This design comes from an exercise in tuning for small area and a short achievable clock period on the open sky130 flow, not from production work.
In this exercise RTL edits were held to simulation tests only and were not proved equivalent to the original.
Power figures rest on the tool's default switching activity, not on a simulated workload.

==> flow/design.v <==
module dp_ram #(
    DATA_WIDTH = 32,
    ADDR_WIDTH = 32) (
    input  logic clkIn,
    input  logic wrEnIn,
    input  logic [ADDR_WIDTH-1:0] wrAddrIn,
    input  logic [DATA_WIDTH-1:0] wrDataIn,
    input  logic [ADDR_WIDTH-1:0] rdAddrIn,
    output logic [DATA_WIDTH-1:0] rdDataOut);
    localparam DEPTH = 1 << ADDR_WIDTH;
    logic [DEPTH-1:0][DATA_WIDTH-1:0] dataR;
    logic [DATA_WIDTH-1:0] rdDataR;
    always @(posedge clkIn) begin
        if (wrEnIn) begin
            dataR[wrAddrIn] <= wrDataIn;
        end
        rdDataR <= dataR[rdAddrIn];
    end
    assign rdDataOut = rdDataR;
endmodule
module fifo #(
    DATA_WIDTH = 32,
    DEPTH      = 32,
    SKID       = 0) (
    input  logic clkIn,
    input  logic rstIn,
    input  logic wrValidIn,
    output logic wrConsentOut,
    input  logic [DATA_WIDTH-1:0] wrDataIn,
    output logic rdValidOut,
    input  logic rdConsentIn,
    output logic [DATA_WIDTH-1:0] rdDataOut);
    localparam MDEPTH = DEPTH - 1;               
    localparam NLO = 4;                          
    localparam NHI = (MDEPTH + NLO - 1) / NLO;   
    localparam LASTLO = (MDEPTH - 1) % NLO;
    localparam LASTHI = (MDEPTH - 1) / NLO;
    localparam CW = $clog2(DEPTH + 1);
    logic [DATA_WIDTH-1:0] headR;
    logic [DATA_WIDTH-1:0] memR [0:MDEPTH-1];
    logic [NLO-1:0] wrLoR;
    logic [NHI-1:0] wrHiR;
    logic [MDEPTH-1:0] rdSelR;
    logic [CW-1:0] countR;
    logic rdValidR, wrConsentR, oneR;
    logic wr, rd, inc, dec, wrMem, rdMem, wrWrap, headLoad;
    logic is2, is31, is32;
    logic [CW-1:0] countInc, countDec;
    logic [DATA_WIDTH-1:0] memOut;
    assign wr  = wrValidIn & wrConsentR;
    assign rd  = rdConsentIn & rdValidR;
    assign inc = wr & ~rd;
    assign dec = rd & ~wr;
    assign wrMem = wr & rdValidR & ~(rdConsentIn & oneR);
    assign rdMem = rd & ~oneR;
    assign wrWrap = wrLoR[LASTLO] & wrHiR[LASTHI];
    assign is2  = countR == CW'(2);
    assign is31 = countR == CW'(DEPTH - 1);
    assign is32 = countR == CW'(DEPTH);
    assign countInc = countR + 1'b1;
    assign countDec = countR - 1'b1;
    always_comb begin
        memOut = '0;
        for (int i = 0; i < MDEPTH; i++)
            memOut = memOut | (memR[i] & {DATA_WIDTH{rdSelR[i]}});
    end
    always_ff @(posedge clkIn) begin
        if (rstIn) begin
            wrLoR      <= NLO'(1);
            wrHiR      <= NHI'(1);
            rdSelR     <= MDEPTH'(1);
            countR     <= '0;
            rdValidR   <= 1'b0;
            wrConsentR <= 1'b0;
            oneR       <= 1'b0;
        end else begin
            if (wrMem) begin
                if (wrWrap) begin
                    wrLoR <= NLO'(1);
                    wrHiR <= NHI'(1);
                end else begin
                    wrLoR <= {wrLoR[NLO-2:0], wrLoR[NLO-1]};
                    if (wrLoR[NLO-1])
                        wrHiR <= {wrHiR[NHI-2:0], wrHiR[NHI-1]};
                end
            end
            if (rdMem) rdSelR <= {rdSelR[MDEPTH-2:0], rdSelR[MDEPTH-1]};
            if (inc) begin
                countR     <= countInc;
                rdValidR   <= 1'b1;
                oneR       <= ~rdValidR;
                wrConsentR <= ~is31;
            end else if (dec) begin
                countR     <= countDec;
                rdValidR   <= ~oneR;
                oneR       <= is2;
                wrConsentR <= 1'b1;
            end else begin
                wrConsentR <= ~is32;
            end
        end
    end
    assign headLoad = ~rdValidR | (rdConsentIn & oneR);
    always_ff @(posedge clkIn) begin
        if (rstIn)
            headR <= '0;
        else if (headLoad)
            headR <= wrDataIn;
        else if (rdConsentIn)
            headR <= memOut;
    end
    for (genvar i = 0; i < MDEPTH; i++) begin : g_mem
        always_ff @(posedge clkIn) begin
            if (wrConsentR && wrLoR[i % NLO] && wrHiR[i / NLO])
                memR[i] <= wrDataIn;
        end
    end
    assign rdValidOut = rdValidR;
    assign wrConsentOut = wrConsentR;
    assign rdDataOut = headR;
endmodule
==> flow/run.sh <==
#!/bin/bash
# synth_recipe.tcl (not shown) runs the flow's synth.tcl, then flattens the netlist and writes it again
# the make line also repeats each setting of config.mk as NAME=value (left out here)
make -C /OpenROAD-flow-scripts/flow DESIGN_CONFIG=/design/flow/config.mk WORK_HOME=/design/flow/orfs CLKGATE_MAP_FILE= SYNTH_SCRIPT=/design/flow/synth_recipe.tcl finish
==> flow/config.mk <==
export PLATFORM = sky130hd
export DESIGN_NAME = fifo
export DESIGN_NICKNAME = fifo
export VERILOG_FILES = /design/flow/design.v
export SDC_FILE = /design/flow/constraint.sdc
export NUM_CORES = 4
export LEC_CHECK = 0
export CAP_MARGIN = 20
export CORE_MARGIN = 2
export CORE_UTILIZATION = 65
export CTS_CLUSTER_DIAMETER = 90
export CTS_CLUSTER_SIZE = 28
export SETUP_SLACK_MARGIN = 2.4
export SLEW_MARGIN = 70
==> flow/constraint.sdc <==
create_clock -name core_clock -period 4.5 [get_ports {clkIn}]
set_input_delay 0.9000 -clock core_clock [delete_from_list [all_inputs] [get_ports {clkIn}]]
set_output_delay 0.9000 -clock core_clock [all_outputs]
set_load 0.01 [all_outputs]
==> flow_summary_export.csv, run 1 <==
group,metric,value,unit
sta,worst_slew_pin_slew,492,ps
power,swShare,0.216,
floorplan,die_w,249,um
clocking,cts_sinks,1076,
layout,drive_gt1_frac,0.170,
floorplan,die-height,249,um
global_routing,grt_pass1_wl,176000,um
layout,diodes,0,
layout,stdcell_area,0.0445,sq mm
run,cap_violations,0,
power,power_leakage,13.9,nW
sta,finalHoldViolations,0,
worst_setup_path,slowest_delay,370,ps
power,power_frac_comb,0.062,
layout,multi_input_area,0.00703,sq mm
drt,dr.pass1.iters,26,
power,clkPwrFrac,0.285,
sta,period_needed,2140,ps
power,power.switching,3.67,mW
place,dp_hpwl,78400,um
worst_setup_path,worstPathRequired,3600,ps
floorplan,ios,70,
place,postPlaceCellArea,0.0430,sq mm
worst_setup_path,startpoint_type,"flop",
power,total_power,17.0,mW
global_routing,grt_max_degree,56,
place,routabilityCongestion,0.825,
sta,slew_headroom,0.672,
drt,antenna_left,0,
clocking,clock_tree.root_cell,"clkbuf_16",
logic_synthesis,ys_seq_area_frac,0.809,
clocking,hold_buffers,0,
sta,setup_viol,0,
logic_synthesis,yosys.area.top_type_share,0.766,
worst_setup_path,arrival,1240,ps
global_routing,grt_usage,0.413,
place,portBuffers,69,
logic_synthesis,yosys.area.top_type,"edfxtp_1",
sta,holdWs,502,ps
clocking,cts.path.max_buffers,3,
layout,nNetsFinal,2417,
drt,drc,0,
floorplan,dieArea,0.0618,sq mm
logic_synthesis,synth_flop_cell,"edfxtp_1",
sta,max_clock_freq,468,MHz
worst_setup_path,cp.depth,1,
logic_synthesis,synth_seq_cells,1076,
sta,period_share,0.475,
run_status,status,"complete, no violations",
worst_setup_path,path_cells,"clkdlybuf4s15_1",
clocking,cts_tree,"done",
logic_synthesis,synth_area,0.0389,sq mm
power,seq_power_share,0.654,
logic_synthesis,synth_cell_types,44,
layout,num-fill-cells,3347,
worst_setup_path,endpoint_kind,"output pin",
sta,rsz0062_at_grt,"true",
worst_setup_path,worstPathMaxFanout,2,
worst_setup_path,cpMaxStageDelayCell,"dfxtp_4",
logic_synthesis,synthArstFlopShare,0,
power,p_int,13.3,mW
global_routing,grt_pass1_vias,23100,
worst_setup_path,path_class,"reg2out",
clocking,clock_latency,640,ps
hold_path,hold_path_depth,2,
sta,final.setup.worst_slack,2360,ps
logic_synthesis,synth_nets,2275,
worst_setup_path,rr_worst_depth,10,
drt,post_drt_wl_per_cell,40.1,um
layout,seq_area,0.0316,sq mm
logic_synthesis,synth_edf_count,992,
logic_synthesis,netlist_instances,2232,
logic_synthesis,yosys_warnings,2,
place,post-place-ws,1230,ps
power,p_per_area,382,mW/mm^2
logic_synthesis,yosys-top-cells-area,"edfxtp_1 (77%), a22oi_1 (6.9%), dfxtp_1 (4.3%)",
drt,wl,127000,um
sta,skew,47.6,ps
clocking,htreeDepth,2,
drt,drt_iter0_markers,4368,
worst_setup_path,critPathBufInv,1,
hold_path,hp-class,"reg2reg",
layout,area_growth,14.3,%
clocking,cts_buffers,44,
global_routing,overflow,0,
drt,vias_per_cell,7.64,
clocking,clk_pin_slew_worst_paths,110,ps
logic_synthesis,avgSynthCellArea,17.4,sq um
power,ir_drop,0.448,mV
floorplan,start_util,0.658,
floorplan,num_rows,89,
floorplan,core_area,0.0591,sq mm
worst_setup_path,path_delay_family,"flip-flops",
drt,via_count,24300,
global_routing,antenna_found_initial,0,
sta,tns,0,ps
sta,slew_viol_final,0,
==> logic make-up after synthesis <==
| family | count (synthesis) | synth area share |
|---|---|---|
| and+or+nand+nor | 406 | 0.0551 |
| muxes | 2 | 0.000547 |
| buffers and inverters | 163 | 0.0173 |
| AOI/OAI and AO/OA | 575 | 0.115 |
| xor gates and xnor gates | 3 | 0.000676 |
| DFF | 1076 | 0.809 |
| adders and majority gates | 7 | 0.00244 |
==> state kept, by name, summed over array words and instances, names as in the netlist <==
signal / cells
wrHiR: 8
memR: 992
rdValidR: 1
wrLoR: 4
countR: 6
oneR: 1
headR: 32
rdSelR: 31
wrConsentR: 1
==> metal layers <==
layer  part of all wire  global-route usage  vias up
met2               0.47               0.652     2167
li1                   -                   -     9451
met4              0.052               0.178        0
met3               0.14              0.0926      404
met5                  0                   0        -
met1               0.34               0.565    12300
==> power groups by stage <==
stage	logic, mW	registers (mW)	clock network (mW)
6_report	1.05	11.1	4.84
3_3_place_gp	0.855	11.4	0
4_1_cts	0.982	11.1	4.81
3_5_place_dp	0.964	11.3	0
5_1_grt	1.11	11.1	5.14
2_1_floorplan	0.437	11.3	0
==> cells in the mapped netlist (2+ instances only) <==
library cell,n
a22o_1,64
edfxtp_1,992
nor2_1,13
inv_1,7
a222oi_1,32
and3_1,31
a21o_1,3
xor2_1,3
a221oi_1,65
clkbuf_1,107
a211o_1,2
nor2b_1,2
ha_1,6
a21oi_1,41
nand2_1,152
nand2b_1,34
or4_1,2
nand3b_1,3
buf_2,46
nor4_1,7
or2_2,2
nand4_1,60
and4_1,33
nor3_1,27
buf_1,2
dfxtp_1,84
a311oi_1,2
a22oi_1,358
nand3_1,37
==> tightest hold or removal path: stages (launching register included) <==
cell	delay, ps
dfxtp_2	340
nand2_1	60
a22oi_1	70
==> placed cells by master, fill, tap and decap left out, types with 10 or more instances in the layout <==
master and instances:
edfxtp_1 992, a21oi_1 38, and3_4 28, dfxtp_4 40, clkbuf_16 45, dfxtp_1 23
nand2_1 150, nor3_1 27, and4_1 33, buf_16 70, dfxtp_2 21, nand2b_1 33
buf_2 35, a22oi_1 358, clkbuf_1 33, nand4_1 60, buf_8 27, a22o_1 64
nor2_1 12, buf_6 10, buf_4 99, a221oi_1 65, nand3_1 37, a222oi_1 32
==> worst paths after layout <==
| kind | from | end | slack, ps |
|---|---|---|---|
| max | wrConsentR$_SDFF_PP0_ | wrConsentOut | 2360 |
| min | headR[7]$_SDFFE_PP0P_ | headR[7]$_SDFFE_PP0P_ | 500 |
| max reg2reg | wrConsentR$_SDFF_PP0_ | countR[5]$_SDFFE_PP0P_ | 2370 |
| min reg2reg | headR[7]$_SDFFE_PP0P_ | headR[7]$_SDFFE_PP0P_ | 500 |
==> per-stage QoR <==
stage          std cells  utilization
6_report            3180        0.752
5_1_grt             3180        0.752
4_1_cts             3167        0.749
3_5_place_dp        3080        0.727
3_3_place_gp        2983        0.687
2_1_floorplan       2232            -
==> area by class of cell <==
class | instances | share of cell area
Timing Repair Buffer | 252 | 0.0789
Clock inverter | 1 | 0.000366
Sequential cell | 1076 | 0.712
Tap cell | 773 | 0.0217
Clock buffer | 78 | 0.0281
Inverter | 7 | 0.00104
Multi-Input combinational cell | 993 | 0.158
==> what timing repair did <==
action,CTS,global route
buffers inserted,8,11
hold endpoints to repair,0,0
endpoints found under the setup margin,64,18
resized for setup,180,14
pin swaps,2,4
==> inputs of run 2 (changes only) <==
--- a/flow/config.mk
+++ b/flow/config.mk
@@ -13,2 +13,2 @@
 export SETUP_SLACK_MARGIN = 2.4
-export SLEW_MARGIN = 70
+export SLEW_MARGIN = 85
==> flow_summary_export.csv, run 2 <==
group,metric,value,unit
layout,seq_area,0.0317,sq mm
power,power_frac_comb,0.070,
logic_synthesis,ys_seq_area_frac,0.809,
layout,diodes,0,
power,power.switching,3.73,mW
place,routabilityCongestion,0.825,
floorplan,core_area,0.0591,sq mm
clocking,cts_tree,"done",
logic_synthesis,yosys.area.top_type_share,0.766,
logic_synthesis,synth_flop_cell,"edfxtp_1",
global_routing,overflow,0,
layout,num-fill-cells,3173,
logic_synthesis,synth_area,0.0389,sq mm
clocking,hold_buffers,0,
floorplan,start_util,0.658,
sta,period_share,0.499,
hold_path,hp-class,"in2reg",
power,ir_drop,0.412,mV
global_routing,antenna_found_initial,1,
logic_synthesis,synthArstFlopShare,0,
layout,nNetsFinal,2630,
sta,finalHoldViolations,0,
global_routing,grt_pass1_vias,23800,
power,p_int,13.4,mW
worst_setup_path,arrival,2770,ps
layout,final_common_cell,"edfxtp_1",
sta,skew,39.6,ps
floorplan,num_rows,89,
floorplan,ios,70,
drt,drc,0,
worst_setup_path,cpMaxStageDelayCell,"clkdlybuf4s50_1",
clocking,htreeDepth,2,
layout,multi_input_area,0.00754,sq mm
place,dp_hpwl,91500,um
layout,reg_top3,"memR (992), headR (32), rdSelR (31)",
global_routing,grt_busiest_layer,"met2",
clocking,clk_pin_slew_worst_paths,110,ps
clocking,clock_latency,640,ps
logic_synthesis,yosysMostFrequentCell,"edfxtp_1",
drt,antenna_left,0,
run,cap_violations,0,
sta,slew_viol_final,0,
worst_setup_path,path_cells,"buf_4 -> buf_8 -> buf_8 -> a22oi_1 -> nand2_1 -> nor4_4 -> buf_2 -> clkdlybuf4s50_1 -> a22oi_1",
sta,max_clock_freq,445,MHz
layout,fin_util,0.782,
logic_synthesis,yosys.area.top_type,"edfxtp_1",
layout,drive_gt1_frac,0.265,
power,clkPwrFrac,0.282,
global_routing,grt_pass1_wl,180000,um
power,seq_power_share,0.649,
sta,setup_viol,0,
sta,slew_headroom,0.791,
sta,tns,0,ps
place,portBuffers,69,
worst_setup_path,startpoint_type,"flop",
run_status,status,"complete, no violations",
layout,area_growth,18.9,%
logic_synthesis,synth_edf_count,992,
drt,drt_iter0_markers,4489,
logic_synthesis,synth_nets,2275,
clocking,cts_buffers,44,
logic_synthesis,yosys-top-cells-area,"edfxtp_1 (77%), a22oi_1 (6.9%), dfxtp_1 (4.3%)",
sta,rsz0062_at_grt,"true",
logic_synthesis,synth_seq_cells,1076,
global_routing,grt_use_met3,0.0843,
logic_synthesis,netlist_instances,2232,
logic_synthesis,synth_cell_types,44,
drt,post_drt_wl_per_cell,38.6,um
worst_setup_path,worstPathRequired,5020,ps
global_routing,grt_max_degree,33,
drt,wl,131000,um
power,power_leakage,15.0,nW
power,swShare,0.218,
floorplan,die-height,249,um
logic_synthesis,yosys_warnings,2,
logic_synthesis,synth_common_cells,"edfxtp_1 (992), a22oi_1 (358), nand2_1 (152), clkbuf_1 (107), dfxtp_1 (84)",
sta,worst_slew_pin_slew,314,ps
sta,period_needed,2250,ps
floorplan,die_w,249,um
drt,vias_per_cell,7.55,
layout,final_cell_mix,"edfxtp_1 (992), a22oi_1 (352), buf_4 (196), nand2_1 (150), buf_6 (103)",
clocking,cts_sinks,1076,
clocking,cts.path.max_buffers,3,
global_routing,use_met1,0.570,
worst_setup_path,worstPathMaxFanout,7,
worst_setup_path,endpoint_kind,"flop",
layout,largest_reg_flops,992,
floorplan,dieArea,0.0618,sq mm
worst_setup_path,path_class,"reg2reg",
global_routing,met2_usage,0.666,
drt,dr.pass1.iters,22,
layout,top_register,"memR",
power,total_power,17.1,mW
drt,via_count,25600,
clocking,clock_tree.root_cell,"clkbuf_16",
logic_synthesis,avgSynthCellArea,17.4,sq um
power,p_per_area,371,mW/mm^2
worst_setup_path,slowest_delay,480,ps
global_routing,grt_usage,0.420,
==> run 2: cell count changes in the layout (fill, tap and decap cells not counted), sizes merged, moves of 2 or more <==
cell,delta
clkbuf,+13
buf,+179
clkdlybuf4s50,+9
clkdlybuf4s15,-2
dlymetal6s2s,+7
==> run 2: worst max-delay path, delay by kind of cell (launching register included) <==
kind / cells / cell delay, ps
AO/OA/AOI/OAI: 2 / 210
buffers and inverters: 5 / 1110
flip-flops: 1 / 370
AND/OR/NAND/NOR: 2 / 400
==> run 2: worst paths after layout <==
path / startpoint / to / slack (ps) / cells past startpoint
setup / recovery: rdSelR[19]$_SDFFE_PP0P_ / headR[4]$_SDFFE_PP0P_ / 2250 / 9
hold / removal: wrDataIn[0] / memR[12][0]$_DFFE_PP_ / 480 / 1
setup reg to reg: rdSelR[19]$_SDFFE_PP0P_ / headR[4]$_SDFFE_PP0P_ / 2250 / 9
hold reg to reg: rdSelR[28]$_SDFFE_PP0P_ / rdSelR[28]$_SDFFE_PP0P_ / 500 / 2
==> run 2: what timing repair did <==
action	4_1_cts	5_1_grt
endpoints found under the setup margin	50	22
pin swaps	13	10
buffers inserted	26	2
gates resized for setup	207	18
==> run 2: logic make-up (layout without fill, tap and decap cells) <==
family,count (synthesis),after routing,synth area share
flops,1076,1076,0.809
compound gates,575,575,0.115
simple gates,406,406,0.0551
buf+inv,163,545,0.0173
fa+ha+maj,7,7,0.00244
xor+xnor,3,3,0.000676
mux,2,2,0.000547
==> run 2: layer usage <==
layer | part of all wire | vias up
met3 | 0.14 | 484
met1 | 0.33 | 12800
met4 | 0.062 | 0
met2 | 0.47 | 2358
li1 | - | 9876
met5 | 0 | -
==> run 2: power by group through the flow <==
stage               Sequential (mW)  Clock (mW)  Combinational [mW]
CTS                            11.1        4.80                1.10
finish                         11.1        4.82                1.19
global route                   11.1        5.12                1.25
floorplan                      11.3           0               0.437
detailed placement             11.3           0                1.07
global placement               11.4           0               0.855
==> run 2: area by class of cell <==
type,count,area share
Sequential cell,1076,0.685
Multi-Input combinational cell,993,0.163
Timing Repair Buffer,465,0.103
Clock buffer,72,0.0265
Tap cell,773,0.0209
Inverter,7,0.000893
Clock inverter,1,0.000352
==> run 2: per-stage QoR <==
stage          cells  setup slack (ps)  area [sq um]  hold WS (ps)
2_1_floorplan   2232              2020         39000           459
5_1_grt         3387              2260         46200           477
3_3_place_gp    2983              1210         40600           486
6_report        3387              2250         46200           479
3_5_place_dp    3276              1020         44200           477
4_1_cts         3375              2310         45700           494
==> inputs of run 3 (changes only) <==
--- a/flow/config.mk
+++ b/flow/config.mk
@@ -9,3 +9,3 @@
 export CORE_MARGIN = 2
-export CORE_UTILIZATION = 65
+export CORE_UTILIZATION = 75
 export CTS_CLUSTER_DIAMETER = 90
@@ -13,2 +13,2 @@
 export SETUP_SLACK_MARGIN = 2.4
-export SLEW_MARGIN = 85
+export SLEW_MARGIN = 20
==> flow_summary_export.csv, run 3 <==
group,metric,value,unit
global_routing,grt_use_met3,0.108,
layout,reg_top3,"memR (992), headR (32), rdSelR (31)",
drt,post_drt_wl_per_cell,40.8,um
sta,slew_headroom,0.192,
global_routing,overflow,0,
layout,drive_gt1_frac,0.125,
sta,max_clock_freq,444,MHz
layout,final_common_cell,"edfxtp_1",
logic_synthesis,synth_flop_cell,"edfxtp_1",
logic_synthesis,synth_nets,2275,
logic_synthesis,synth_area,0.0389,sq mm
worst_setup_path,reg2reg_slack,2250,ps
clocking,cts_buffers,44,
power,clkPwrFrac,0.286,
global_routing,use_met1,0.635,
logic_synthesis,yosys.area.top_type_share,0.766,
global_routing,grt_pass1_vias,23100,
sta,slew_viol_final,0,
sta,period_share,0.501,
floorplan,die-height,232,um
logic_synthesis,synth_edf_count,992,
logic_synthesis,yosysMostFrequentCell,"edfxtp_1",
floorplan,dieArea,0.0537,sq mm
logic_synthesis,avgSynthCellArea,17.4,sq um
worst_setup_path,critPathBufInv,1,
clocking,cts.path.max_buffers,3,
layout,largest_reg_flops,992,
power,ir_drop,0.498,mV
hold_path,hold_end,"headR[1]$_SDFFE_PP0P_",
power,p_int,13.3,mW
floorplan,die_w,232,um
logic_synthesis,synth_common_cells,"edfxtp_1 (992), a22oi_1 (358), nand2_1 (152), clkbuf_1 (107), dfxtp_1 (84)",
place,dp_hpwl,64300,um
sta,setup_viol,0,
drt,wl,122000,um
clocking,cts_sinks,1076,
worst_setup_path,startpoint_type,"flop",
drt,via_count,24300,
worst_setup_path,timing.rr.start,"rdSelR[1]$_SDFFE_PP0P_",
floorplan,num_rows,83,
worst_setup_path,endpoint_kind,"flop",
worst_setup_path,path_cells,"buf_4 -> a22o_1 -> a221oi_1 -> and4_1 -> a22oi_1",
drt,vias_per_cell,8.11,
place,portBuffers,69,
power,p_per_area,403,mW/mm^2
run,cap_violations,0,
global_routing,grt_usage,0.464,
logic_synthesis,yosys_warnings,2,
drt,antenna_left,0,
layout,final_cell_mix,"edfxtp_1 (992), a22oi_1 (358), nand2_1 (150), buf_4 (89), a221oi_1 (65)",
global_routing,grt_pass1_wl,169000,um
drt,dr.pass1.iters,6,
floorplan,ios,70,
clocking,cts_tree,"done",
drt,drc,0,
place,post-place-ws,1170,ps
drt,drt_iter0_markers,5133,
sta,tns,0,ps
logic_synthesis,yosys.area.top_type,"edfxtp_1",
clocking,clock_latency,630,ps
logic_synthesis,yosys-top-cells-area,"edfxtp_1 (77%), a22oi_1 (6.9%), dfxtp_1 (4.3%)",
layout,nNetsFinal,2327,
worst_setup_path,worstPathRequired,5030,ps
power,seq_power_share,0.658,
sta,finalHoldViolations,0,
hold_path,holdCritStartpoint,"headR[1]$_SDFFE_PP0P_",
place,routabilityCongestion,0.872,
global_routing,grt_max_degree,57,
power,power.switching,3.61,mW
power,power_leakage,12.9,nW
sta,worst_slew_pin_slew,1210,ps
floorplan,core_area,0.0513,sq mm
logic_synthesis,synth_seq_cells,1076,
worst_setup_path,rr_worst_depth,5,
logic_synthesis,netlist_instances,2232,
power,swShare,0.213,
hold_path,hold_path_depth,2,
sta,rsz0062_at_grt,"true",
sta,final.setup.worst_slack,2250,ps
worst_setup_path,slowest_delay,1150,ps
worst_setup_path,path_delay_family,"flip-flops",
global_routing,antenna_found_initial,5,
worst_setup_path,arrival,2780,ps
logic_synthesis,synthArstFlopShare,0,
hold_path,hp-class,"reg2reg",
worst_setup_path,r2r-end,"headR[5]$_SDFFE_PP0P_",
logic_synthesis,synth_cell_types,44,
layout,area_growth,8.18,%
floorplan,start_util,0.758,
power,power_frac_comb,0.057,
worst_setup_path,cpMaxStageDelayCell,"dfxtp_2",
worst_setup_path,worstPathMaxFanout,27,
worst_setup_path,path_class,"reg2reg",
clocking,clk_pin_slew_worst_paths,100,ps
clocking,htreeDepth,2,
layout,top_register,"memR",
run_status,status,"complete, no violations",
sta,period_needed,2250,ps
logic_synthesis,ys_seq_area_frac,0.809,
global_routing,grt_busiest_layer,"met2",
global_routing,met2_usage,0.706,
sta,skew,18.9,ps
clocking,clock_tree.root_cell,"clkbuf_16",
## run 3: worst reg2reg max path, stage by stage, from the launching register on
cell and delay [ps]:
dfxtp_2 1150, buf_4 380, a22o_1 170, a221oi_1 50
and4_1 240, a22oi_1 180
## run 3: cell type report
type	instances	area, sq um
inverter	7	41.3
timing repair buffer	162	1270
clock buffer	76	1240
clock inverter	2	46.3
fill	2492	9220
sequential	1076	31600
multi-input combinational	993	7030
antenna	3	7.51
tap	680	851
## run 3: what timing repair did
| action | CTS | global route |
|---|---|---|
| hold buffers | 0 | 0 |
| buffers inserted | 14 | 6 |
| setup endpoints to repair | 1018 | 137 |
| pin swaps | 5 | 3 |
| hold endpoints to repair | 0 | 0 |
| resized for setup | 227 | 23 |
## run 3: power groups by stage
stage | sequential, mW | combinational, mW | clock (mW)
4_1_cts | 11.1 | 0.903 | 4.79
5_1_grt | 11.2 | 1.01 | 5.09
6_report | 11.1 | 0.966 | 4.84
2_1_floorplan | 11.3 | 0.437 | 0
3_5_place_dp | 11.4 | 0.880 | 0
3_3_place_gp | 11.4 | 0.841 | 0
## run 3: per-layer routing
| layer | vias to the layer above | part of all wire | routed length [um] |
|---|---|---|---|
| met3 | 554 | 0.17 | 20800 |
| met1 | 11800 | 0.31 | 37400 |
| met4 | 4 | 0.066 | 8070 |
| met5 | - | 0.00030 | 37 |
| met2 | 2673 | 0.46 | 56000 |
| li1 | 9252 | - | - |
## run 3: cell families after synthesis
kind of cell	after synthesis	synth area share
adder cells (fa/ha/maj)	7	0.00244
buffers and inverters	163	0.0173
AO/OA/AOI/OAI	575	0.115
flip-flops	1076	0.809
XOR/XNOR	3	0.000676
AND/OR/NAND/NOR	406	0.0551
multiplexers	2	0.000547
## run 3: worst max path at each step
stage                      startpoint                endpoint  slack, ps  depth (start not counted)
2_1_floorplan               wrValidIn  countR[5]$_SDFFE_PP0P_       2020                          9
3_3_place_gp              rdConsentIn  countR[5]$_SDFFE_PP0P_       1240                          9
3_5_place_dp              rdConsentIn  headR[15]$_SDFFE_PP0P_       1170                          6
4_1_cts         wrLoR[2]$_SDFFE_PP0P_    memR[2][1]$_DFFE_PP_       2180                          2
5_1_grt         wrConsentR$_SDFF_PP0_  countR[5]$_SDFFE_PP0P_       2350                         10
6_report       rdSelR[1]$_SDFFE_PP0P_   headR[5]$_SDFFE_PP0P_       2250                          5
## run 3: through the flow
step	hold slack [ps]	power, mW	cell area (sq um)	utilization	instances
floorplan	459	11.8	39000	-	2232
global placement	476	12.2	40500	0.790	2898
detailed placement	488	12.3	40500	0.790	2898
CTS	504	16.8	42000	0.818	2990
global route	526	17.3	42100	0.820	2998
finish	509	17.0	42100	0.820	2999
==> inputs of run 4 (changes only) <==
--- a/flow/design.v
+++ b/flow/design.v
@@ -104,5 +104,3 @@
     always_ff @(posedge clkIn) begin
-        if (rstIn)
-            headR <= '0;
-        else if (headLoad)
+        if (headLoad)
             headR <= wrDataIn;
--- a/flow/config.mk
+++ b/flow/config.mk
@@ -9,3 +9,3 @@
 export CORE_MARGIN = 2
-export CORE_UTILIZATION = 75
+export CORE_UTILIZATION = 65
 export CTS_CLUSTER_DIAMETER = 90
==> flow_summary_export.csv, run 4 <==
group,metric,value,unit
run_status,status,"complete, no violations",
clocking,clk_pin_slew_worst_paths,110,ps
drt,post_drt_wl_per_cell,39.6,um
clocking,htreeDepth,2,
drt,routed.top_layer,"met4",
logic_synthesis,synth_area,0.0386,sq mm
hold_path,holdCritStartpoint,"rdSelR[10]$_SDFFE_PP0P_",
sta,max_clock_freq,456,MHz
drt,drc,0,
layout,reg_top3,"memR (992), headR (32), rdSelR (31)",
worst_setup_path,worstPathMaxFanout,1,
global_routing,overflow,0,
run,cap_violations,0,
floorplan,num_rows,89,
logic_synthesis,avgSynthCellArea,17.7,sq um
floorplan,die_w,248,um
logic_synthesis,yosys-top-cells-area,"edfxtp_1 (80%), a22oi_1 (8.8%), dfxtp_1 (2.7%)",
global_routing,grt_pass1_wl,164000,um
worst_setup_path,endpoint_kind,"output pin",
sta,slew_headroom,0.280,
place,dp_hpwl,60300,um
layout,num-fill-cells,3762,
logic_synthesis,synth_flop_cell,"edfxtp_1",
clocking,cts.path.max_buffers,3,
clocking,cts_sinks,1076,
logic_synthesis,synthMuxAreaShare,0.000551,
worst_setup_path,critPathBufInv,1,
floorplan,start_util,0.656,
logic_synthesis,ys_seq_area_frac,0.823,
worst_setup_path,timing.rr.start,"wrConsentR$_SDFF_PP0_",
logic_synthesis,synth_common_cells,"edfxtp_1 (1024), a22oi_1 (454), clkbuf_1 (124), nor2_1 (109), nand4_1 (98)",
layout,drive_gt1_frac,0.118,
clocking,clock_tree.root_cell,"clkbuf_16",
hold_path,hold_end,"rdSelR[11]$_SDFFE_PP0P_",
drt,via_count,22900,
sta,finalHoldViolations,0,
floorplan,dieArea,0.0614,sq mm
layout,top_register,"memR",
worst_setup_path,worstPathRequired,3600,ps
sta,period_needed,2190,ps
floorplan,core_area,0.0589,sq mm
logic_synthesis,synthArstFlopShare,0,
worst_setup_path,reg2reg_slack,2350,ps
layout,area_growth,8.30,%
sta,slew_viol_final,0,
logic_synthesis,synth_compound_area_frac,0.110,
sta,rsz0062_at_grt,"true",
logic_synthesis,synth_edf_count,1024,
hold_path,hp-class,"reg2reg",
power,total_power,16.9,mW
logic_synthesis,yosysMostFrequentCell,"edfxtp_1",
power,p_per_area,404,mW/mm^2
layout,fin_util,0.710,
layout,final_common_cell,"edfxtp_1",
logic_synthesis,synth_cell_types,43,
sta,setup_viol,0,
drt,wl,120000,um
clocking,cts_buffers,44,
sta,period_share,0.487,
sta,skew,25.2,ps
logic_synthesis,synth_nets,2229,
clocking,clock_latency,640,ps
sta,final.setup.worst_slack,2310,ps
drt,wl_met2,56100,um
layout,multi_input_area,0.00646,sq mm
layout,largest_reg_flops,992,
power,ir_drop,0.479,mV
drt,vias_per_cell,7.57,
worst_setup_path,path_cells,"buf_2",
global_routing,grt_usage,0.395,
global_routing,antenna_found_initial,1,
logic_synthesis,yosys.area.top_type_share,0.796,
floorplan,die-height,248,um
hold_path,hold_path_depth,2,
worst_setup_path,path_delay_family,"flip-flops",
place,routabilityCongestion,0.839,
global_routing,grt_max_degree,55,
clocking,cts_tree,"done",
logic_synthesis,yosys_warnings,2,
sta,worst_slew_pin_slew,1080,ps
logic_synthesis,synth_fa_ha_area_frac,0.00246,
global_routing,grt_pass1_vias,21600,
logic_synthesis,netlist_instances,2186,
logic_synthesis,synth-simple-area-share,0.0466,
layout,final_cell_mix,"edfxtp_1 (1024), a22oi_1 (454), nor2_1 (108), nand4_1 (98), buf_4 (78)",
place,portBuffers,69,
worst_setup_path,rr_worst_depth,4,
place,post-place-ws,1260,ps
logic_synthesis,yosys.area.top_type,"edfxtp_1",
clocking,hold_buffers,0,
layout,nNetsFinal,2284,
layout,seq_area,0.0319,sq mm
drt,dr.pass1.iters,9,
sta,tns,0,ps
worst_setup_path,slowest_delay,480,ps
worst_setup_path,arrival,1290,ps
worst_setup_path,r2r-end,"memR[13][26]$_DFFE_PP_",
worst_setup_path,startpoint_type,"flop",
worst_setup_path,path_class,"reg2out",
drt,met1_length,41800,um
drt,dr_wl_met3,16500,um
worst_setup_path,cpMaxStageDelayCell,"edfxtp_1",
power,power_leakage,12.8,nW
logic_synthesis,synthXorXnorAreaFrac,0.000680,
drt,antenna_left,0,
floorplan,ios,70,
logic_synthesis,synth_top_family_by_area,"compound AO/OA/AOI/OAI gates",
drt,drt_iter0_markers,3805,
logic_synthesis,synth_seq_cells,1076,
[run 4: cells by family (layout without fill, tap and decap cells)]
| family | count (synthesis) | after routing |
|---|---|---|
| fa+ha+maj | 7 | 7 |
| flops | 1076 | 1076 |
| other cells | 0 | 2 |
| buf+inv | 157 | 221 |
| xor+xnor | 3 | 3 |
| compound gates | 574 | 575 |
| mux | 2 | 2 |
| simple gates | 367 | 367 |
[run 4: where the power goes]
part           leakage (nW)  internal (mW)  total [mW]  switching, mW
Sequential             9.70           11.1        11.2          0.100
Combinational          2.47          0.334       0.907          0.573
Clock                 0.586           1.90        4.78           2.88
Total                  12.8           13.3        16.9           3.55
[run 4: cell type report]
class	count	share of cell area
antenna	2	0.000120
clock buffer	53	0.0276
clock inverter	3	0.00108
inverter	6	0.000897
multi-input combinational	954	0.154
sequential	1076	0.762
tap	773	0.0231
timing repair buffer	159	0.0309
[run 4: timing repair]
item / 4_1_cts / 5_1_grt
buffers inserted: 7 / 19
endpoints found under the setup margin: 1055 / 116
pin swaps: 3 / 5
resized for setup: 180 / 18
cloned: 3 / 0
[run 4: worst max path at each step]
stage,startpoint,slack (ps),cells after the start,to
after detailed placement,wrValidIn,1260,10,countR[5]$_SDFFE_PP0P_
after global routing,headR[16]$_DFFE_PP_,2310,1,rdDataOut[16]
final,headR[16]$_DFFE_PP_,2310,1,rdDataOut[16]
after global placement,wrValidIn,1230,10,countR[5]$_SDFFE_PP0P_
after CTS,wrLoR[3]$_SDFFE_PP0P_,2190,2,memR[27][29]$_DFFE_PP_
after floorplan,wrValidIn,2020,9,countR[5]$_SDFFE_PP0P_
[run 4: metal layers]
layer,vias up,global-route usage
met4,0,0.156
met1,11600,0.558
met5,-,0
met2,1916,0.618
li1,9072,-
met3,307,0.0776
[run 4: tightest hold or removal path, cell delays in order (launching register included)]
cell and delay (ps):
dfxtp_2 350, nand2_1 50, a21oi_1 50
[run 4: stage by stage]
| step | instances | area [sq um] | hold WS, ps |
|---|---|---|---|
| after global placement | 2939 | 40400 | 463 |
| after global routing | 3024 | 41800 | 521 |
| final | 3026 | 41800 | 489 |
| after detailed placement | 2939 | 40400 | 473 |
| after CTS | 3005 | 41700 | 488 |
| after floorplan | 2186 | 38700 | 459 |
==> inputs of run 5 (changes only) <==
--- a/flow/design.v
+++ b/flow/design.v
@@ -38,2 +38,3 @@
     localparam CW = $clog2(DEPTH + 1);
+    localparam HALF = DATA_WIDTH / 2;
     logic [DATA_WIDTH-1:0] headR;
@@ -42,6 +43,6 @@
     logic [NHI-1:0] wrHiR;
-    logic [MDEPTH-1:0] rdSelR;
+    logic [MDEPTH-1:0] rdSelR, rdSelBR;
     logic [CW-1:0] countR;
     logic rdValidR, wrConsentR, oneR;
-    logic wr, rd, inc, dec, wrMem, rdMem, wrWrap, headLoad;
+    logic wr, rd, inc, dec, wrMem, rdMem, wrWrap, headLoad, consentNext;
     logic is2, is31, is32;
@@ -61,6 +62,11 @@
     assign countDec = countR - 1'b1;
+    assign consentNext = inc ? ~is31 : (dec | ~is32);
     always_comb begin
         memOut = '0;
-        for (int i = 0; i < MDEPTH; i++)
-            memOut = memOut | (memR[i] & {DATA_WIDTH{rdSelR[i]}});
+        for (int i = 0; i < MDEPTH; i++) begin
+            memOut[HALF-1:0] = memOut[HALF-1:0] |
+                (memR[i][HALF-1:0] & {HALF{rdSelR[i]}});
+            memOut[DATA_WIDTH-1:HALF] = memOut[DATA_WIDTH-1:HALF] |
+                (memR[i][DATA_WIDTH-1:HALF] & {(DATA_WIDTH-HALF){rdSelBR[i]}});
+        end
     end
@@ -71,2 +77,3 @@
             rdSelR     <= MDEPTH'(1);
+            rdSelBR    <= MDEPTH'(1);
             countR     <= '0;
@@ -86,3 +93,7 @@
             end
-            if (rdMem) rdSelR <= {rdSelR[MDEPTH-2:0], rdSelR[MDEPTH-1]};
+            if (rdMem) begin
+                rdSelR  <= {rdSelR[MDEPTH-2:0], rdSelR[MDEPTH-1]};
+                rdSelBR <= {rdSelBR[MDEPTH-2:0], rdSelBR[MDEPTH-1]};
+            end
+            wrConsentR <= consentNext;
             if (inc) begin
@@ -91,3 +102,2 @@
                 oneR       <= ~rdValidR;
-                wrConsentR <= ~is31;
             end else if (dec) begin
@@ -96,5 +106,2 @@
                 oneR       <= is2;
-                wrConsentR <= 1'b1;
-            end else begin
-                wrConsentR <= ~is32;
             end
@@ -104,3 +111,5 @@
     always_ff @(posedge clkIn) begin
-        if (headLoad)
+        if (rstIn)
+            headR <= '0;
+        else if (headLoad)
             headR <= wrDataIn;
==> flow_summary_export.csv, run 5 <==
group,metric,value,unit
run_status,status,"complete, no violations",
run,cap_violations,0,
sta,period_needed,2230,ps
drt,via_count,24000,
logic_synthesis,avgSynthCellArea,17.1,sq um
logic_synthesis,synth_seq_cells,1107,
logic_synthesis,synth_cell_types,43,
sta,worst_slew_pin_slew,1140,ps
layout,area_growth,8.16,%
logic_synthesis,synth_nets,2368,
floorplan,core_area,0.0605,sq mm
place,dp_hpwl,66900,um
drt,dr.pass1.iters,6,
floorplan,num_rows,90,
clocking,cts_buffers,45,
worst_setup_path,endpoint_kind,"flop",
logic_synthesis,yosys-top-cells-area,"edfxtp_1 (75%), dfxtp_1 (5.8%), a221oi_1 (4.2%)",
floorplan,ios,70,
global_routing,overflow,0,
logic_synthesis,synth_common_cells,"edfxtp_1 (992), nand2_1 (204), a221oi_1 (192), a22o_1 (192), dfxtp_1 (115)",
layout,largest_reg_flops,992,
place,portBuffers,69,
place,routabilityCongestion,0.880,
floorplan,die_w,252,um
drt,drt_iter0_markers,4107,
global_routing,grt_pass1_vias,22600,
layout,drive_gt1_frac,0.121,
sta,max_clock_freq,447,MHz
global_routing,grt_usage,0.397,
worst_setup_path,timing.rr.start,"wrLoR[0]$_SDFFE_PP1P_",
logic_synthesis,synth_area,0.0399,sq mm
place,post-place-ws,1380,ps
logic_synthesis,yosys.area.top_type,"edfxtp_1",
logic_synthesis,netlist_instances,2325,
drt,antenna_left,0,
clocking,cts_tree,"done",
logic_synthesis,yosysMostFrequentCell,"edfxtp_1",
worst_setup_path,path_class,"reg2reg",
drt,drc,0,
layout,num-fill-cells,3803,
clocking,clock_tree.root_cell,"clkbuf_16",
sta,finalHoldViolations,0,
layout,multi_input_area,0.00723,sq mm
power,ir_drop,0.301,mV
sta,tns,0,ps
worst_setup_path,rr_worst_depth,2,
layout,final_cell_mix,"edfxtp_1 (992), nand2_1 (202), a22o_1 (192), a221oi_1 (192)",
worst_setup_path,startpoint_type,"flop",
clocking,clk_pin_slew_worst_paths,100,ps
logic_synthesis,synthArstFlopShare,0,
floorplan,dieArea,0.0633,sq mm
floorplan,die-height,252,um
sta,final.setup.worst_slack,2270,ps
global_routing,grt_max_degree,72,
worst_setup_path,r2r-end,"memR[0][5]$_DFFE_PP_",
layout,reg_top3,"memR (992), headR (32)",
logic_synthesis,yosys.area.top_type_share,0.748,
clocking,cts.path.max_buffers,3,
clocking,clock_latency,650,ps
drt,wl,125000,um
logic_synthesis,synth_flop_cell,"edfxtp_1",
layout,top_register,"memR",
worst_setup_path,arrival,2510,ps
sta,period_share,0.497,
worst_setup_path,worstPathMaxFanout,20,
sta,slew_headroom,0.239,
drt,vias_per_cell,7.49,
sta,rsz0062_at_grt,"true",
logic_synthesis,yosys_warnings,2,
global_routing,grt_pass1_wl,172000,um
worst_setup_path,critPathLaunch,"wrLoR[0]$_SDFFE_PP1P_",
clocking,cts_sinks,1107,
global_routing,antenna_found_initial,2,
sta,setup_viol,0,
power,p_per_area,399,mW/mm^2
worst_setup_path,worstPathRequired,4770,ps
logic_synthesis,synth_edf_count,992,
hold_path,hp-class,"reg2reg",
layout,final_common_cell,"edfxtp_1",
logic_synthesis,ys_seq_area_frac,0.805,
layout,seq_area,0.0322,sq mm
clocking,htreeDepth,2,
power,power_leakage,13.4,nW
sta,slew_viol_final,0,
clocking,hold_buffers,0,
floorplan,start_util,0.659,
layout,nNetsFinal,2430,
worst_setup_path,reg2reg_slack,2270,ps
worst_setup_path,critPathCapture,"memR[0][5]$_DFFE_PP_",
drt,post_drt_wl_per_cell,39.1,um
sta,skew,36.2,ps
[run 5: layer usage]
layer,wire (um),up-vias,GRT usage
li1,-,9581,-
met1,44200,12200,0.555
met2,59600,1890,0.637
met3,15700,318,0.0653
met4,5750,0,0.158
met5,0,-,0
[run 5: worst min-delay path by stage]
stage / from / cells past startpoint / end
floorplan: countR[5]$_SDFFE_PP0P_ / 1 / wrConsentR$_SDFF_PP0_
global placement: countR[4]$_SDFFE_PP0P_ / 2 / countR[4]$_SDFFE_PP0P_
detailed placement: countR[2]$_SDFFE_PP0P_ / 2 / countR[2]$_SDFFE_PP0P_
CTS: countR[2]$_SDFFE_PP0P_ / 2 / countR[2]$_SDFFE_PP0P_
global route: countR[4]$_SDFFE_PP0P_ / 2 / countR[4]$_SDFFE_PP0P_
finish: countR[2]$_SDFFE_PP0P_ / 2 / countR[2]$_SDFFE_PP0P_
[run 5: area by class of cell]
cell class / count / share of cell area
diodes: 3 / 0.000174
clock buffers: 79 / 0.0291
clock inverters: 2 / 0.000406
inverters: 5 / 0.000668
multi-input cells: 1047 / 0.168
flip-flops and latches: 1107 / 0.746
well taps: 782 / 0.0227
repair buffers: 181 / 0.0332
[run 5: what timing repair did]
action | in CTS | in global routing
cloned | 0 | 1
gates resized for setup | 183 | 28
pin swaps | 0 | 2
setup buffers | 11 | 3
setup endpoints to repair | 1000 | 292
[run 5: through the flow]
| stage | cell area [sq um] | hold slack [ps] | util | total power, mW | cells |
|---|---|---|---|---|---|
| 2_1_floorplan | 40000 | 468 | - | 12.0 | 2325 |
| 3_3_place_gp | 41600 | 518 | 0.688 | 12.4 | 3106 |
| 3_5_place_dp | 41600 | 527 | 0.689 | 12.5 | 3107 |
| 4_1_cts | 43000 | 543 | 0.711 | 17.1 | 3199 |
| 5_1_grt | 43100 | 570 | 0.713 | 17.6 | 3203 |
| 6_report | 43100 | 548 | 0.713 | 17.2 | 3206 |
[run 5: kinds of logic after synthesis]
logic type / count (synthesis) / share of synthesized area
AO/OA/AOI/OAI: 635 / 0.123
buffers and inverters: 172 / 0.0207
flip-flops: 1107 / 0.805
adder cells (fa/ha/maj): 7 / 0.00239
AND/OR/NAND/NOR: 399 / 0.0471
XOR/XNOR: 4 / 0.000879
multiplexers: 1 / 0.000251
[run 5: worst max-delay path: stages, from the launching register on]
cell and delay [ps]:
dfxtp_1 690, and3_4 630, buf_4 530
[run 5: power by group]
part | total [mW] | internal, mW | switching (mW)
registers | 11.4 | 11.3 | 0.0883
logic | 0.869 | 0.288 | 0.581
clock network | 4.94 | 1.93 | 3.01
total | 17.2 | 13.5 | 3.68
==> inputs of run 6 (changes only) <==
--- a/flow/design.v
+++ b/flow/design.v
@@ -41,4 +41,4 @@
     logic [DATA_WIDTH-1:0] memR [0:MDEPTH-1];
-    logic [NLO-1:0] wrLoR;
-    logic [NHI-1:0] wrHiR;
+    logic [NLO-1:0] wrLoR, wrLoBR;
+    logic [NHI-1:0] wrHiR, wrHiBR;
     logic [MDEPTH-1:0] rdSelR, rdSelBR;
@@ -76,2 +76,4 @@
             wrHiR      <= NHI'(1);
+            wrLoBR     <= NLO'(1);
+            wrHiBR     <= NHI'(1);
             rdSelR     <= MDEPTH'(1);
@@ -85,8 +87,13 @@
                 if (wrWrap) begin
-                    wrLoR <= NLO'(1);
-                    wrHiR <= NHI'(1);
+                    wrLoR  <= NLO'(1);
+                    wrHiR  <= NHI'(1);
+                    wrLoBR <= NLO'(1);
+                    wrHiBR <= NHI'(1);
                 end else begin
-                    wrLoR <= {wrLoR[NLO-2:0], wrLoR[NLO-1]};
-                    if (wrLoR[NLO-1])
-                        wrHiR <= {wrHiR[NHI-2:0], wrHiR[NHI-1]};
+                    wrLoR  <= {wrLoR[NLO-2:0], wrLoR[NLO-1]};
+                    wrLoBR <= {wrLoBR[NLO-2:0], wrLoBR[NLO-1]};
+                    if (wrLoR[NLO-1]) begin
+                        wrHiR  <= {wrHiR[NHI-2:0], wrHiR[NHI-1]};
+                        wrHiBR <= {wrHiBR[NHI-2:0], wrHiBR[NHI-1]};
+                    end
                 end
@@ -121,3 +128,5 @@
             if (wrConsentR && wrLoR[i % NLO] && wrHiR[i / NLO])
-                memR[i] <= wrDataIn;
+                memR[i][HALF-1:0] <= wrDataIn[HALF-1:0];
+            if (wrConsentR && wrLoBR[i % NLO] && wrHiBR[i / NLO])
+                memR[i][DATA_WIDTH-1:HALF] <= wrDataIn[DATA_WIDTH-1:HALF];
         end
==> flow_summary_export.csv, run 6 <==
group,metric,value,unit
run_status,status,"complete, no violations",
sta,finalHoldViolations,0,
layout,drive_gt1_frac,0.120,
logic_synthesis,synth_common_cells,"edfxtp_1 (992), a22o_1 (206), nand2_1 (206), a221oi_1 (192), clkbuf_1 (135)",
clocking,cts.path.max_buffers,3,
global_routing,grt_max_degree,72,
logic_synthesis,synth-simple-area-share,0.0525,
sta,worst_slew_pin_slew,1130,ps
layout,num-fill-cells,3974,
layout,multi_input_area,0.00747,sq mm
clocking,clock_latency,650,ps
logic_synthesis,synth_cell_types,48,
worst_setup_path,worstPathRequired,3600,ps
sta,tns,0,ps
global_routing,grt_pass1_vias,23100,
global_routing,grt_usage,0.389,
power,p_per_area,399,mW/mm^2
drt,vias_per_cell,7.52,
clocking,cts_buffers,45,
logic_synthesis,yosys-top-cells-area,"edfxtp_1 (74%), dfxtp_1 (6.3%), a22o_1 (4.5%)",
sta,period_needed,2110,ps
layout,final_cell_mix,"edfxtp_1 (992), a22o_1 (206), nand2_1 (205), a221oi_1 (192), buf_4 (111)",
layout,final_common_cell,"edfxtp_1",
clocking,hold_buffers,0,
layout,reg_top3,"memR (992), headR (32)",
drt,post_drt_wl_per_cell,37.7,um
drt,drc,0,
power,power_leakage,13.8,nW
logic_synthesis,synth_nets,2431,
clocking,clk_pin_slew_worst_paths,110,ps
clocking,clock_tree.root_cell,"clkbuf_16",
clocking,cts_sinks,1119,
drt,wl,123000,um
logic_synthesis,synth_edf_count,992,
worst_setup_path,critPathBufInv,1,
worst_setup_path,startpoint_type,"flop",
run,cap_violations,0,
global_routing,antenna_found_initial,1,
drt,antenna_left,0,
worst_setup_path,path_cells,"clkbuf_2",
logic_synthesis,ys_seq_area_frac,0.802,
logic_synthesis,synthArstFlopShare,0,
logic_synthesis,synth_area,0.0403,sq mm
worst_setup_path,endpoint_kind,"output pin",
power,ir_drop,0.309,mV
logic_synthesis,yosys_warnings,2,
sta,rsz0062_at_grt,"true",
place,dp_hpwl,67300,um
floorplan,dieArea,0.0640,sq mm
floorplan,core_area,0.0615,sq mm
layout,nNetsFinal,2488,
clocking,cts_tree,"done",
floorplan,die_w,253,um
logic_synthesis,yosysMostFrequentCell,"edfxtp_1",
logic_synthesis,synth_compound_area_frac,0.125,
global_routing,overflow,0,
place,portBuffers,69,
sta,period_share,0.468,
logic_synthesis,synth_top_family_by_area,"compound AO/OA/AOI/OAI gates",
worst_setup_path,cpMaxStageDelayCell,"dfxtp_4",
logic_synthesis,synth_seq_cells,1119,
worst_setup_path,path_delay_family,"flip-flops",
logic_synthesis,netlist_instances,2388,
worst_setup_path,worstPathMaxFanout,3,
logic_synthesis,synthMuxAreaShare,0.000248,
layout,largest_reg_flops,992,
layout,post_layout_nonfiller_instances,3270,
logic_synthesis,synth_fa_ha_area_frac,0.00236,
floorplan,num_rows,91,
worst_setup_path,slowest_delay,410,ps
place,placed_cells,3183,
drt,drt_iter0_markers,4284,
logic_synthesis,synth_flop_cell,"edfxtp_1",
logic_synthesis,yosys.area.top_type,"edfxtp_1",
floorplan,die-height,253,um
worst_setup_path,path_class,"reg2out",
hold_path,hp-class,"reg2reg",
global_routing,grt_pass1_wl,171000,um
layout,diodes,0,
layout,area_growth,8.13,%
sta,skew,34.7,ps
floorplan,start_util,0.656,
sta,slew_viol_final,0,
logic_synthesis,yosys.area.top_type_share,0.739,
sta,max_clock_freq,475,MHz
clocking,htreeDepth,2,
layout,seq_area,0.0324,sq mm
logic_synthesis,avgSynthCellArea,16.9,sq um
sta,slew_headroom,0.248,
logic_synthesis,synthXorXnorAreaFrac,0.000869,
worst_setup_path,arrival,1210,ps
layout,top_register,"memR",
drt,via_count,24600,
floorplan,ios,70,
drt,dr.pass1.iters,8,
sta,setup_viol,0,
place,routabilityCongestion,0.851,
run 6: cell count changes after synthesis, moves of 10 or more:
cell      delta
o21ai_1     -11
dfxtp_1     +12
and3_1      +30
clkbuf_1    +76
a22o_1      +14
o21ai_0     +10
buf_2       -71
run 6: logic make-up (layout without fill, tap and decap cells):
family,after synthesis,after routing
buffers and inverters,177,269
AOI/OAI and AO/OA,647,647
xor gates and xnor gates,4,4
muxes,1,1
DFF,1119,1119
adders and majority gates,7,7
and+or+nand+nor,433,433
run 6: timing repair:
action / 4_1_cts / 5_1_grt
pin swaps: 0 / 1
setup endpoints to repair: 400 / 148
buffers inserted: 2 / 2
gates resized for setup: 177 / 26
run 6: per-stage QoR:
stage               area, sq um   util  setup WS [ps]  total power [mW]  hold WS, ps
CTS                       43500  0.708           2250              17.4          507
detailed placement        42300  0.687           1490              12.6          486
floorplan                 40400      -           2210              12.1          451
global route              43600  0.709           2350              17.8          535
global placement          42300  0.687           1440              12.6          471
finish                    43600  0.709           2390              17.4          508
run 6: where the power goes:
| part | internal [mW] | switching, mW | leakage (nW) |
|---|---|---|---|
| registers | 11.4 | 0.0975 | 9.99 |
| logic | 0.279 | 0.576 | 3.19 |
| clock network | 2.02 | 3.01 | 0.635 |
run 6: path summary, 6_finish.rpt:
check,startpoint,cells past startpoint,endpoint,slack (ps)
worst min-delay path,wrHiBR[7]$_SDFFE_PP0P_,2,wrHiBR[0]$_SDFFE_PP1P_,510
worst max register to register,wrConsentR$_SDFF_PP0_,3,memR[21][21]$_DFFE_PP_,2430
worst min register to register,wrHiBR[7]$_SDFFE_PP0P_,2,wrHiBR[0]$_SDFFE_PP1P_,510
worst max-delay path,wrConsentR$_SDFF_PP0_,1,wrConsentOut,2390
run 6: area by class of cell:
cell class	count	share of cell area
multi-input combinational	1092	0.171
sequential	1119	0.743
tap	790	0.0227
clock inverter	2	0.000603
clock buffer	80	0.0298
timing repair buffer	182	0.0314
inverter	5	0.000660
run 6: per-layer routing:
layer  wire [um]  up-vias  track usage
met5          17        -            0
met3       19400      278       0.0919
met1       45400    12500        0.590
li1            -     9805            -
met2       54300     2024        0.574
met4        4080        2        0.107
run 6: tightest hold or removal path, cell delays in order, from the launching register on:
cell,delay [ps]
dfxtp_1,350
inv_1,60
a21oi_1,60
==> inputs of run 7 (changes only) <==
--- a/flow/config.mk
+++ b/flow/config.mk
@@ -12,3 +12,3 @@
 export CTS_CLUSTER_SIZE = 28
-export SETUP_SLACK_MARGIN = 2.4
+export SETUP_SLACK_MARGIN = 2.5
 export SLEW_MARGIN = 20
==> flow_summary_export.csv, run 7 <==
group,metric,value,unit
drt,vias_per_cell,7.46,
clocking,cts_buffers,45,
logic_synthesis,netlist_instances,2388,
logic_synthesis,synth_seq_cells,1119,
worst_setup_path,startpoint_type,"flop",
worst_setup_path,worstPathMaxFanout,2,
sta,worst_slew_pin_slew,1090,ps
worst_setup_path,path_class,"reg2out",
drt,dr.pass1.iters,6,
sta,holdWs,484,ps
drt,post_drt_wl_per_cell,37.1,um
logic_synthesis,synth_cell_types,48,
drt,drt_iter0_markers,4322,
logic_synthesis,synth_common_cells,"edfxtp_1 (992), a22o_1 (206), nand2_1 (206), a221oi_1 (192), clkbuf_1 (135)",
logic_synthesis,synth_nets,2431,
global_routing,grt_pass1_vias,22700,
power,power_leakage,14.0,nW
floorplan,num_rows,91,
floorplan,die-height,253,um
floorplan,core_area,0.0615,sq mm
sta,slew_viol_final,0,
logic_synthesis,yosys.area.top_type,"edfxtp_1",
layout,largest_reg_flops,992,
clocking,htreeDepth,2,
layout,nNetsFinal,2503,
floorplan,dieArea,0.0640,sq mm
global_routing,overflow,0,
worst_setup_path,critPathBufInv,1,
layout,diodes,0,
worst_setup_path,arrival,1140,ps
worst_setup_path,reg2reg_slack,2470,ps
sta,period_needed,2040,ps
floorplan,die_w,253,um
logic_synthesis,yosys_warnings,2,
sta,period_share,0.453,
sta,finalHoldViolations,0,
sta,max_clock_freq,490,MHz
run,cap_violations,0,
global_routing,antenna_found_initial,1,
sta,skew,17.0,ps
clocking,cts_tree,"done",
worst_setup_path,cpMaxStageDelayCell,"dfxtp_4",
sta,tns,0,ps
worst_setup_path,path_cells,"buf_6",
clocking,cts.path.max_buffers,3,
layout,area_growth,9.04,%
sta,slew_headroom,0.268,
clocking,clock_latency,640,ps
worst_setup_path,endpoint_kind,"output pin",
layout,drive_gt1_frac,0.132,
hold_path,hp-class,"reg2reg",
clocking,clk_pin_slew_worst_paths,110,ps
layout,final_common_cell,"edfxtp_1",
worst_setup_path,slowest_delay,380,ps
clocking,clock_tree.root_cell,"clkbuf_16",
logic_synthesis,synth_area,0.0403,sq mm
logic_synthesis,synthArstFlopShare,0,
logic_synthesis,avgSynthCellArea,16.9,sq um
power,total_power,17.5,mW
drt,drc,0,
logic_synthesis,yosys.area.top_type_share,0.739,
clocking,cts_sinks,1119,
logic_synthesis,yosysMostFrequentCell,"edfxtp_1",
logic_synthesis,yosys-top-cells-area,"edfxtp_1 (74%), dfxtp_1 (6.3%), a22o_1 (4.5%)",
sta,rsz0062_at_grt,"true",
layout,top_register,"memR",
drt,antenna_left,0,
place,routabilityCongestion,0.876,
logic_synthesis,synth_flop_cell,"edfxtp_1",
logic_synthesis,ys_seq_area_frac,0.802,
drt,wl,122000,um
layout,reg_top3,"memR (992), headR (32)",
sta,setup_viol,0,
drt,via_count,24500,
global_routing,grt_pass1_wl,168000,um
logic_synthesis,synth_edf_count,992,
worst_setup_path,path_delay_family,"flip-flops",
floorplan,ios,70,
global_routing,grt_max_degree,63,
place,portBuffers,69,
worst_setup_path,worstPathRequired,3600,ps
floorplan,start_util,0.656,
power,p_per_area,397,mW/mm^2
run_status,status,"complete, no violations",
power,ir_drop,0.309,mV
layout,final_cell_mix,"edfxtp_1 (992), a22o_1 (206), nand2_1 (205), a221oi_1 (191), buf_4 (121)",
place,dp_hpwl,66900,um
global_routing,grt_usage,0.382,
run 7: cell counts after synthesis:
No cell type changed its count.
run 7: routing by layer:
metal,vias up,GRT usage,share of wire
met2,2029,0.565,0.44
met5,-,0,0
met3,257,0.0829,0.15
met1,12400,0.586,0.38
met4,0,0.101,0.032
li1,9845,-,-
run 7: where the power goes:
group	switching (mW)	internal [mW]	leakage, nW
clock network	2.98	2.01	0.626
registers	0.106	11.4	9.99
logic	0.596	0.350	3.37
total	3.68	13.8	14.0
run 7: cell families after synthesis:
kind of cell / synth area share
XOR/XNOR: 0.000869
buffers and inverters: 0.0172
AND/OR/NAND/NOR: 0.0525
flip-flops: 0.802
AO/OA/AOI/OAI: 0.125
multiplexers: 0.000248
adder cells (fa/ha/maj): 0.00236
run 7: repair_timing:
action | 4_1_cts | 5_1_grt
pin swaps | 0 | 13
endpoints found under the setup margin | 744 | 53
hold endpoints to repair | 0 | 0
resized for setup | 230 | 35
hold buffers | 0 | 0
setup buffers | 5 | 9
run 7: worst min-delay path: cells and delay by family, from the launching register on:
kind	cells	cell delay [ps]
AO/OA/AOI/OAI	1	50
flip-flops	1	340
AND/OR/NAND/NOR	1	60
run 7: area by class of cell:
| cell class | count | area, sq um |
|---|---|---|
| tap | 790 | 988 |
| fill | 3934 | 17500 |
| multi-input combinational | 1092 | 7470 |
| timing repair buffer | 197 | 1710 |
| clock inverter | 1 | 8.76 |
| clock buffer | 83 | 1310 |
| inverter | 5 | 36.3 |
| sequential | 1119 | 32400 |
run 7: worst paths after layout:
kind,from,endpoint,depth (start not counted)
max,headR[13]$_SDFFE_PP0P_,rdDataOut[13],1
min,rdSelR[27]$_SDFFE_PP0P_,rdSelR[27]$_SDFFE_PP0P_,2
max reg2reg,wrConsentR$_SDFF_PP0_,countR[5]$_SDFFE_PP0P_,11
min reg2reg,rdSelR[27]$_SDFFE_PP0P_,rdSelR[27]$_SDFFE_PP0P_,2
run 7: metrics by stage:
step | setup slack (ps) | std cells | util | cell area [sq um]
floorplan | 2210 | 2388 | - | 40400
global placement | 1400 | 3188 | 0.688 | 42300
detailed placement | 1430 | 3188 | 0.688 | 42300
CTS | 2460 | 3277 | 0.712 | 43800
global route | 2390 | 3287 | 0.715 | 43900
finish | 2460 | 3287 | 0.715 | 43900
==> inputs of run 8 (changes only) <==
--- a/flow/config.mk
+++ b/flow/config.mk
@@ -12,3 +12,3 @@
 export CTS_CLUSTER_SIZE = 28
-export SETUP_SLACK_MARGIN = 2.5
+export SETUP_SLACK_MARGIN = 2.45
 export SLEW_MARGIN = 20
==> flow_summary_export.csv, run 8 <==
group,metric,value,unit
place,routabilityCongestion,0.851,
clocking,clk_pin_slew_worst_paths,110,ps
layout,final_cell_mix,"edfxtp_1 (992), a22o_1 (206), nand2_1 (205), a221oi_1 (190), buf_4 (113)",
clocking,cts.path.max_buffers,3,
layout,area_growth,8.64,%
logic_synthesis,synth_flop_cell,"edfxtp_1",
sta,rsz0062_at_grt,"true",
worst_setup_path,slowest_delay,410,ps
power,seq_power_share,0.660,
sta,period_needed,2110,ps
global_routing,grt_pass1_wl,171000,um
logic_synthesis,synth_area,0.0403,sq mm
logic_synthesis,synth_fa_ha_area_frac,0.00236,
worst_setup_path,reg2reg_slack,2420,ps
global_routing,antenna_found_initial,1,
layout,top_register,"memR",
global_routing,overflow,0,
logic_synthesis,synthMuxAreaShare,0.000248,
worst_setup_path,worstPathMaxFanout,3,
logic_synthesis,yosys.area.top_type,"edfxtp_1",
power,clkPwrFrac,0.289,
floorplan,die_w,253,um
worst_setup_path,path_class,"reg2out",
layout,post_layout_nonfiller_instances,3273,
sta,max_clock_freq,475,MHz
worst_setup_path,endpoint_kind,"output pin",
place,portBuffers,69,
run_status,status,"complete, no violations",
worst_setup_path,worstPathRequired,3600,ps
sta,slew_viol_final,0,
logic_synthesis,synth_common_cells,"edfxtp_1 (992), a22o_1 (206), nand2_1 (206), a221oi_1 (192), clkbuf_1 (135)",
sta,final.setup.worst_slack,2390,ps
logic_synthesis,synth_top_family_by_area,"compound AO/OA/AOI/OAI gates",
sta,tns,0,ps
drt,post_drt_wl_per_cell,37.7,um
logic_synthesis,yosys-top-cells-area,"edfxtp_1 (74%), dfxtp_1 (6.3%), a22o_1 (4.5%)",
clocking,clock_latency,660,ps
power,power.switching,3.69,mW
sta,period_share,0.468,
floorplan,start_util,0.656,
logic_synthesis,synth_nets,2431,
layout,drive_gt1_frac,0.124,
drt,via_count,24800,
layout,largest_reg_flops,992,
logic_synthesis,synth-simple-area-share,0.0525,
logic_synthesis,synth_cell_types,48,
logic_synthesis,synthArstFlopShare,0,
logic_synthesis,netlist_instances,2388,
floorplan,die-height,253,um
sta,setup_viol,0,
clocking,cts_tree,"done",
drt,antenna_left,0,
floorplan,num_rows,91,
drt,wl,123000,um
clocking,cts_buffers,45,
drt,dr.pass1.iters,6,
logic_synthesis,ys_seq_area_frac,0.802,
global_routing,grt_pass1_vias,23100,
sta,worst_slew_pin_slew,1100,ps
worst_setup_path,critPathBufInv,1,
sta,finalHoldViolations,0,
logic_synthesis,synth_compound_area_frac,0.125,
worst_setup_path,arrival,1210,ps
drt,vias_per_cell,7.57,
floorplan,ios,70,
logic_synthesis,yosysMostFrequentCell,"edfxtp_1",
power,power_frac_comb,0.051,
place,dp_hpwl,67300,um
clocking,cts_sinks,1119,
floorplan,dieArea,0.0640,sq mm
worst_setup_path,path_delay_family,"flip-flops",
power,p_per_area,398,mW/mm^2
layout,nNetsFinal,2491,
sta,skew,35.9,ps
sta,slew_headroom,0.266,
global_routing,grt_max_degree,72,
place,post-place-ws,1490,ps
place,placed_cells,3183,
power,total_power,17.4,mW
logic_synthesis,avgSynthCellArea,16.9,sq um
run,cap_violations,0,
logic_synthesis,synthXorXnorAreaFrac,0.000869,
logic_synthesis,synth_seq_cells,1119,
worst_setup_path,path_cells,"clkbuf_2",
clocking,clock_tree.root_cell,"clkbuf_16",
clocking,hold_buffers,0,
worst_setup_path,startpoint_type,"flop",
layout,reg_top3,"memR (992), headR (32)",
drt,drt_iter0_markers,4347,
floorplan,core_area,0.0615,sq mm
layout,diodes,0,
logic_synthesis,synth_edf_count,992,
power,ir_drop,0.309,mV
hold_path,hp-class,"reg2reg",
global_routing,grt_usage,0.389,
logic_synthesis,yosys_warnings,2,
worst_setup_path,cpMaxStageDelayCell,"dfxtp_4",
clocking,htreeDepth,2,
power,p_int,13.7,mW
layout,final_common_cell,"edfxtp_1",
power,swShare,0.212,
logic_synthesis,yosys.area.top_type_share,0.739,
sta,holdWs,507,ps
power,power_leakage,13.9,nW
drt,drc,0,
[run 8: cell counts after synthesis]
Identical to the previous run, type by type.
[run 8: worst min-delay path, stage by stage (launching register included)]
cell and delay, ps:
dfxtp_1 350, nand2_1 70, a21oi_1 60
[run 8: power by group through the flow]
stage               Combinational [mW]  Clock (mW)  Sequential [mW]
finish                           0.891        5.03             11.5
floorplan                        0.426           0             11.7
global placement                 0.832           0             11.7
global route                     0.948        5.35             11.5
detailed placement               0.864           0             11.7
CTS                              0.852        5.03             11.5
[run 8: layout make-up]
| class | count | area, sq um |
|---|---|---|
| Multi-Input combinational cell | 1093 | 7540 |
| Inverter | 5 | 28.8 |
| Timing Repair Buffer | 184 | 1490 |
| Sequential cell | 1119 | 32400 |
| Tap cell | 790 | 988 |
| Clock inverter | 2 | 26.3 |
| Fill cell | 3953 | 17700 |
| Clock buffer | 80 | 1300 |
[run 8: routing by layer]
layer	track usage	part of all wire	vias to the layer above	wire, um
met4	0.111	0.033	2	4040
met5	0	0.00013	-	16
met3	0.0920	0.15	268	19000
met2	0.572	0.44	2054	54600
met1	0.590	0.37	12600	45800
li1	-	-	9821	-
[run 8: cells by family (layout without fill, tap and decap cells)]
| kind of cell | Yosys count | count (layout) |
|---|---|---|
| flip-flops | 1119 | 1119 |
| AO/OA/AOI/OAI | 647 | 647 |
| AND/OR/NAND/NOR | 433 | 434 |
| buffers and inverters | 177 | 271 |
| adder cells (fa/ha/maj) | 7 | 7 |
| XOR/XNOR | 4 | 4 |
| multiplexers | 1 | 1 |
[run 8: repair_timing]
action | in CTS | in global routing
buffers inserted | 3 | 3
cloned | 0 | 1
pin swaps | 0 | 2
endpoints found under the setup margin | 441 | 337
resized for setup | 202 | 43
[run 8: worst paths after layout]
check        cells after the start                 endpoint               startpoint
max                              1             wrConsentOut    wrConsentR$_SDFF_PP0_
min                              2  rdSelBR[8]$_SDFFE_PP0P_  rdSelBR[7]$_SDFFE_PP0P_
max reg2reg                      3   memR[21][21]$_DFFE_PP_    wrConsentR$_SDFF_PP0_
min reg2reg                      2  rdSelBR[8]$_SDFFE_PP0P_  rdSelBR[7]$_SDFFE_PP0P_
[run 8: stage by stage]
step | cell area [sq um] | util
2_1_floorplan | 40400 | -
3_3_place_gp | 42300 | 0.687
3_5_place_dp | 42300 | 0.687
4_1_cts | 43600 | 0.709
5_1_grt | 43800 | 0.712
6_report | 43800 | 0.712

==> separate check: timing with driven ports <==
The results above use ideal ports. As a check the final layouts listed here were re-extracted and re-timed, cells and wires unchanged.
Step 1 assumes that a clkbuf_16 drives the clock port and a buf_2 every other input.
Step 2, shift: input delay + t, output delay - t, t = (earliest + latest rising clock arrival at the registers) / 2. This alone moves slack from input paths to output paths.
Slacks: no drivers / after step 1 / after step 2; pairs: no drivers / after step 1.
run | shift t [ns] | slack for setup (ns)
run 1 | 0.689 | 2.361 / 2.292 / 1.775
run 2 | 0.695 | 2.254 / 2.254 / 1.628
run 3 | 0.686 | 2.247 / 2.247 / 1.754
run 4 | 0.691 | 2.307 / 2.245 / 1.720
run 5 | 0.698 | 2.265 / 2.225 / 1.668
run 6 | 0.702 | 2.394 / 2.329 / 1.660
run 7 | 0.692 | 2.460 / 2.393 / 1.874
run 8 | 0.703 | 2.393 / 2.328 / 1.748
After both steps every run listed still meets setup and hold.
